From an optimization exercise on the open Yosys and OpenROAD flow, aimed at small area; shortcuts taken in it are not production practice. The RTL was checked by simulation tests, not by an equivalence proof against the original design. Power is estimated from default activity; no workload was simulated.

===== flow/config.mk =====
export PLATFORM = sky130hd
export DESIGN_NAME = main
export DESIGN_NICKNAME = main
export VERILOG_FILES = /design/flow/design.v
export SDC_FILE = /design/flow/constraint.sdc
export NUM_CORES = 4
export LEC_CHECK = 0
export CAP_MARGIN = 20
export CORE_MARGIN = 2
export CORE_UTILIZATION = 40
export SLEW_MARGIN = 20

===== flow/constraint.sdc =====
create_clock -name core_clock -period 10.0 [get_ports {CLK100MHZ}]
set_input_delay 2.0000 -clock core_clock [delete_from_list [all_inputs] [get_ports {CLK100MHZ}]]
set_output_delay 2.0000 -clock core_clock [all_outputs]
set_load 0.01 [all_outputs]

===== flow/design.v =====
module button (input clk, input rst, input pin, output q);
    localparam [13:0] SEED      = 14'b10111010000111;
    localparam [13:0] LAST      = 14'b11111001101111;
    localparam [13:0] LAST_MASK = 14'b01110101111111;
    reg        s0, s1;
    reg        r_q;
    reg [13:0] timer;
    wire rising = s0 & ~s1;
    wire last   = ((timer & LAST_MASK) == (LAST & LAST_MASK));
    always @(posedge clk) begin
        if (rst) begin
            s0    <= 1'b0;
            s1    <= 1'b0;
            r_q   <= 1'b0;
            timer <= 14'd0;
        end else begin
            s0  <= pin;
            s1  <= s0;
            r_q <= last & s0;
            if (rising)
                timer <= SEED;
            else if (last)
                timer <= 14'd0;
            else
                timer <= {timer[12:0], timer[13] ^ timer[0]};
        end
    end
    assign q = r_q;
endmodule
module clock_div (input clk, input rst, output clk_out, output tick);
    reg [2:0] j;
    always @(posedge clk) begin
        if (rst) j <= 3'b000;
        else     j <= {j[1:0], ~j[2]};
    end
    assign clk_out = j[2];
    assign tick    = j[1] & ~j[2];
endmodule
module pwm (
    input        i_clk,
    input        i_rst,
    input        i_en,
    input  [4:0] i_r,
    input  [4:0] i_g,
    input  [4:0] i_b,
    output       o_r,
    output       o_g,
    output       o_b
);
    reg [4:0] ph_q;
    reg [3:0] ph_r;
    reg       r_r, r_g, r_b;
    wire r_at_9  = ph_r[3] & ph_r[0];               
    wire at_255  = ph_q[4] & ph_q[3] & ph_q[0]      
                 & ph_r[2] & ph_r[0];               
    always @(posedge i_clk) begin
        if (i_rst) begin
            ph_q <= 5'd0;
            ph_r <= 4'd0;
            r_r  <= 1'b0;
            r_g  <= 1'b0;
            r_b  <= 1'b0;
        end else if (i_en) begin
            r_r <= ph_q < i_r;
            r_g <= ph_q < i_g;
            r_b <= ph_q < i_b;
            if (at_255) begin
                ph_q <= 5'd0;
                ph_r <= 4'd0;
            end else if (r_at_9) begin
                ph_q <= ph_q + 5'd1;
                ph_r <= 4'd0;
            end else
                ph_r <= ph_r + 4'd1;
        end
    end
    assign o_r = r_r;
    assign o_g = r_g;
    assign o_b = r_b;
endmodule
module binary_to_bcd (
    input  [4:0] i_lvl,
    output [3:0] o_tens,
    output [1:0] o_hundreds
);
    assign o_hundreds = (i_lvl >= 5'd20) ? 2'd2 : (i_lvl >= 5'd10) ? 2'd1 : 2'd0;
    assign o_tens     = (i_lvl >= 5'd20) ? i_lvl - 5'd20 :
                        (i_lvl >= 5'd10) ? i_lvl - 5'd10 : i_lvl;
endmodule
module four_digit_display (
    input        i_clk,
    input        i_rst,
    input  [4:0] i_lvl,
    output [7:0] o_cathode,
    output [3:0] o_anode
);
    localparam [10:0] RST_STATE  = 11'b10001010110;
    localparam [10:0] WRAP_STATE = 11'b01000110100;
    localparam [10:0] LAST       = 11'b11110011111;
    localparam [10:0] LAST_MASK  = 11'b11110101111;
    reg [10:0] timer;
    reg [3:0]  r_anode;
    reg [3:0]  r_digit;
    reg [6:0]  r_cathode;
    wire step = ((timer & LAST_MASK) == (LAST & LAST_MASK));
    wire [3:0] tens;
    wire [1:0] hundreds;
    binary_to_bcd u_bcd (.i_lvl(i_lvl), .o_tens(tens), .o_hundreds(hundreds));
    wire idle = ~r_anode[0] & ~r_anode[1];
    always @(posedge i_clk) begin
        if (i_rst) begin
            timer   <= RST_STATE;
            r_anode <= 4'b0000;
            r_digit <= 4'd0;
        end else begin
            if (step) begin
                timer   <= WRAP_STATE;
                r_anode <= {r_anode[2:0] | {3{idle}}, r_anode[3]};
                if (~r_anode[0] & r_anode[1])
                    r_digit <= tens;
                else if (r_anode[0] & ~r_anode[1])
                    r_digit <= {2'b00, hundreds};
                else
                    r_digit <= 4'd0;
            end else
                timer <= {timer[9:0], timer[10] ^ timer[8]};
        end
    end
    always @(*) begin
        case (r_digit)
            4'd0    : r_cathode = 7'b0111111;
            4'd1    : r_cathode = 7'b0000110;
            4'd2    : r_cathode = 7'b1011011;
            4'd3    : r_cathode = 7'b1001111;
            4'd4    : r_cathode = 7'b1100110;
            4'd5    : r_cathode = 7'b1101101;
            4'd6    : r_cathode = 7'b1111101;
            4'd7    : r_cathode = 7'b0000111;
            4'd8    : r_cathode = 7'b1111111;
            4'd9    : r_cathode = 7'b1100111;
            default : r_cathode = 7'bxxxxxxx;
        endcase
    end
    assign o_cathode = {1'b1, ~r_cathode};
    assign o_anode   = r_anode;
endmodule
module main
(
    input   CLK100MHZ,
    input   RESET,
    input   [2:0] SW,
    input BTNU, BTND, BTNC,
    output  CLK_LED,
    output  LED16_R,
    output  LED16_G,
    output  LED16_B,
    output [7:0] AN,
    output [7:0] SEG
);
    wire pwm_tick;
    reg [4:0] red, green, blue;
    wire is_up, is_down, is_ctr;
    clock_div u1 (CLK100MHZ, RESET, CLK_LED, pwm_tick);
    four_digit_display u_fdd
    (
        .i_clk(CLK100MHZ),
        .i_rst(RESET),
        .i_lvl(red),
        .o_cathode(SEG),
        .o_anode(AN[3:0])
    );
    pwm u_pwm (CLK100MHZ, RESET, pwm_tick, red, green, blue, LED16_R, LED16_G, LED16_B);
    button u_up  (CLK100MHZ, RESET, BTNU, is_up  );
    button u_ctr (CLK100MHZ, RESET, BTNC, is_ctr );
    button u_down(CLK100MHZ, RESET, BTND, is_down);
    function automatic [4:0] next_level(input [4:0] lvl, input sel);
        if (is_down && sel && lvl != 5'd0)
            next_level = lvl - 5'd1;
        else if (is_up && sel && lvl != 5'd25)
            next_level = lvl + 5'd1;
        else if (is_ctr)
            next_level = 5'd0;
        else
            next_level = lvl;
    endfunction
    always @(posedge CLK100MHZ) begin
        if (RESET) begin
            red   <= 5'd20;
            green <= 5'd10;
            blue  <= 5'd10;
        end else begin
            red   <= next_level(red,   SW[0]);
            green <= next_level(green, SW[1]);
            blue  <= next_level(blue,  SW[2]);
        end
    end
    assign AN[7:4] = 4'b1111;
endmodule

===== flow/run.sh =====
#!/bin/bash
# synth_recipe.tcl (not shown) runs the flow's synth.tcl, then flattens the netlist and writes it again
# the make line also repeats each setting of config.mk as NAME=value (left out here)
make -C /OpenROAD-flow-scripts/flow DESIGN_CONFIG=/design/flow/config.mk WORK_HOME=/design/flow/orfs CLKGATE_MAP_FILE= SYNTH_SCRIPT=/design/flow/synth_recipe.tcl finish

==> results_dict.tcl <==
set metrics [dict create \
    run_status "timing/DRC/antenna clean" \
    leakagePower_nw 2.437 \
    overflow 0 \
    numCtsBuffers 9 \
    max-vdd-ir-drop_uv 99.57 \
    netlist_area_mm2 0.004770 \
    cts.sinks 107 \
    cp_top_family "buffers and inverters" \
    final_max_slew_viol_count 0 \
    worst_clock_skew_ps 11.32 \
    die-height_um 113.2 \
    critical_path.max_fanout 47 \
    drtIter0Drc 173 \
    synthToLayoutAreaGrowth_pct 12.91 \
    yosysWarnings 5 \
    fin_crit_sh_pct 40.23 \
    via_per_inst 5.209 \
    hold_viol_final 0 \
    wirelength_mm 9.105 \
    ios 28 \
    die_area_mm2 0.01281 \
    syn_avg_cell_area_um2 9.208 \
    fin_nets 574 \
    cts.path.max_buffers 2 \
    crit_path_frequent_cell "inv_1" \
    critPathKind "primary input to register" \
    clock-root-buffer "clkbuf_16" \
    synth.ff_latch_count 107 \
    ys.flop_type "dfxtp_1" \
    worstMarginPinSlew_ps 728.7 \
    post-route-min-period_ps 4023 \
    crit_arrival_ps 4250 \
    max_stage_delay_ps 440 \
    num_rows 39 \
    slew_headroom_pct 51.42 \
    crit_chain "buf_2 > buf_4 > inv_1 > and3_1 > a31oi_1 > inv_1 > or4_1" \
    htreeDepth 3 \
    layout-drive-gt1-share_pct 4.851 \
    endpoint_kind "register" \
    ctsHoldBuffers 0 \
    fmax_mhz 248.6 \
    post_cts_buffers 0 \
    io_buffers 22 \
    rsz0062_at_grt "no" \
    powerDensity_mw_per_mm2 155.6 \
    hold_path.class "register to register" \
    grt_start_max_net_pins 48 \
    track_usage_pct 15.17 \
    diodes 0 \
    syn-instance-count 518 \
    synth_edf_count 0 \
    dr.pass1.iters 15 \
    cp-start-kind "primary input" \
    cts_tree "done" \
    synth_top_area_share_pct 44.91 \
    grt_pass1_wl_mm 15.88 \
    yosysUniqueCellTypes 52 \
    vias 3537 \
    coreArea_mm2 0.01152 \
    clkTransAtPathRegs_ps 80 \
    setup_viol 0 \
    route.detailed.drc 0 \
    synth_top_cell_by_area "dfxtp_1" \
    drv_cap 0 \
    hpwl_mm 6.220 \
    die_x_um 113.2 \
    setup_tns_ps 0 \
    required_ps 10230 \
    post-synth-top-count-cell "dfxtp_1" \
    synthTopCellsByCount "dfxtp_1 (107), nand2_1 (38), ha_1 (35)" \
    grt_antenna_before_repair 0 \
    synth.area.top_cells "dfxtp_1 (45%), ha_1 (9.2%), a21o_1 (5.2%)" \
    antenna_left 0 \
    path_buf_inv 4 \
    cts_resized 0 \
    clock_latency_ps 340 \
    grt_pass1_vias 3361 \
    wl_per_cell_um 13.41 \
    seq_area_frac_synth_pct 44.91 \
    async_reset_ff_share_pct 0 \
    place.gp.congestion 0.8067 \
    holdWs_ps 430.1 \
    total_power_mw 0.8381 \
    initial_core_util_pct 41.42 \
    crit_path_top_delay_cell "inv_1" \
]
## worst reg2reg max path, stage by stage, from the launching register on
cell and delay, ps:
dfxtp_1 520, inv_1 230, ha_1 290, and2b_1 270, nor3_1 50, or4_1 470, o2111a_1 170, or3_1 440
ha_1 340, or3_1 380
## cell families after synthesis
family / count (synthesis) / share of synthesized area (%)
buf+inv: 57 / 4.932
simple gates: 190 / 21.22
flops: 107 / 44.91
other cells: 1 / 0.07862
compound gates: 110 / 16.26
fa+ha+maj: 35 / 9.182
mux: 3 / 0.6558
xor+xnor: 15 / 2.755
## metrics by stage
step	area (um2)	std cells	util [%]	setup WS (ps)
after floorplan	4785	522	-	6559
after global placement	5081	663	44.12	5679
after detailed placement	5081	663	44.12	5578
after CTS	5385	679	46.76	5946
after global routing	5385	679	46.76	5755
final	5385	679	46.76	5977
## where the power goes
| part | leakage [nW] | total [mW] | internal (mW) | switching, mW |
|---|---|---|---|---|
| registers | 0.874 | 0.449 | 0.441 | 0.00801 |
| logic | 1.41 | 0.0324 | 0.0159 | 0.0165 |
| clock network | 0.150 | 0.356 | 0.184 | 0.172 |
| total | 2.44 | 0.838 | 0.641 | 0.197 |
## area by class of cell
class                           instances  area (um2)
Timing Repair Buffer                   24       230.2
Tap cell                              143       178.9
Clock inverter                          6       65.06
Sequential cell                       107        2142
Fill cell                            1090        6131
Multi-Input combinational cell        358        2414
Clock buffer                           10       239.0
Inverter                               31       116.4
## registers in the layout (all words and copies together) (netlist names), 3 cells and up
name             flops
blue                 5
green                5
red                  5
u1.j                 3
u_ctr.timer         14
u_down.timer        14
u_fdd.r_anode        4
u_fdd.r_cathode      7
u_fdd.r_digit        4
u_fdd.timer         11
u_pwm.ph_q           5
u_pwm.ph_r           4
u_up.timer          14
## final timing paths
kind	cells past startpoint	from	slack, ps	end
max reg2reg	9	red[2]$_SDFFE_PP1P_	6730	u_fdd.r_cathode[1]$_SDFF_PP1_
max	7	RESET	5980	u_fdd.r_cathode[2]$_SDFF_PP1_
min	1	u_ctr.timer[9]$_SDFF_PP0_	430	u_ctr.timer[10]$_SDFF_PP0_
min reg2reg	1	u_ctr.timer[9]$_SDFF_PP0_	430	u_ctr.timer[10]$_SDFF_PP0_
## per-layer routing
metal,vias to the layer above,part of all wire [%],GRT usage (%)
met5,-,0,0
met4,0,1.3,5.122
met3,8,3.2,2.999
met2,60,45,24.43
met1,1657,50,20.43
li1,1812,-,-
## layout by cell type, fill, tap and decap left out, drive strengths merged, types with 3 or more instances in the layout
cell type	synthesis	layout
a31oi	6	6
a211o	3	3
clkdlybuf4s50	0	21
o311ai	3	3
nand4	7	7
clkbuf	16	10
a21o	33	33
nand4b	5	5
or4	3	3
a211oi	11	11
nor2b	20	20
nand3	8	8
o31ai	3	3
nor3	18	18
nor2	29	29
nand2	38	38
xor2	7	7
clkinv	1	3
dfxtp	107	107
ha	35	35
xnor2	8	8
nand2b	11	11
buf	10	3
and2	30	30
or2	3	3
inv	30	34
o21ai	16	16
and3	9	9
a41oi	4	4
nor4	3	3
a21oi	14	14
conb	1	5

port drivers added, routing unchanged:
The flow's constraints put no driver on any port. The routed layout listed below was extracted and timed again, unchanged, in two steps. Step 1: set_driving_cell puts a clkbuf_16 on CLK100MHZ and a buf_2 on each other input, an assumption about the parent block. Step 2 also shifts input and output timing later by t, the mid clock arrival at the registers, as if the neighbouring blocks saw the same clock. Slacks: no drivers / after step 1 / after step 2; pairs: no drivers / after step 1.
shift t [ns]: 0.377
slack for setup (ns): 5.977 / 5.994 / 5.617
hold slack, ns: 0.430 / 0.430 / 0.430
After both steps setup and hold are still met in this run. For this run, drivers alone change the setup slack by +0.017 ns; drivers and shift together by -0.360 ns.
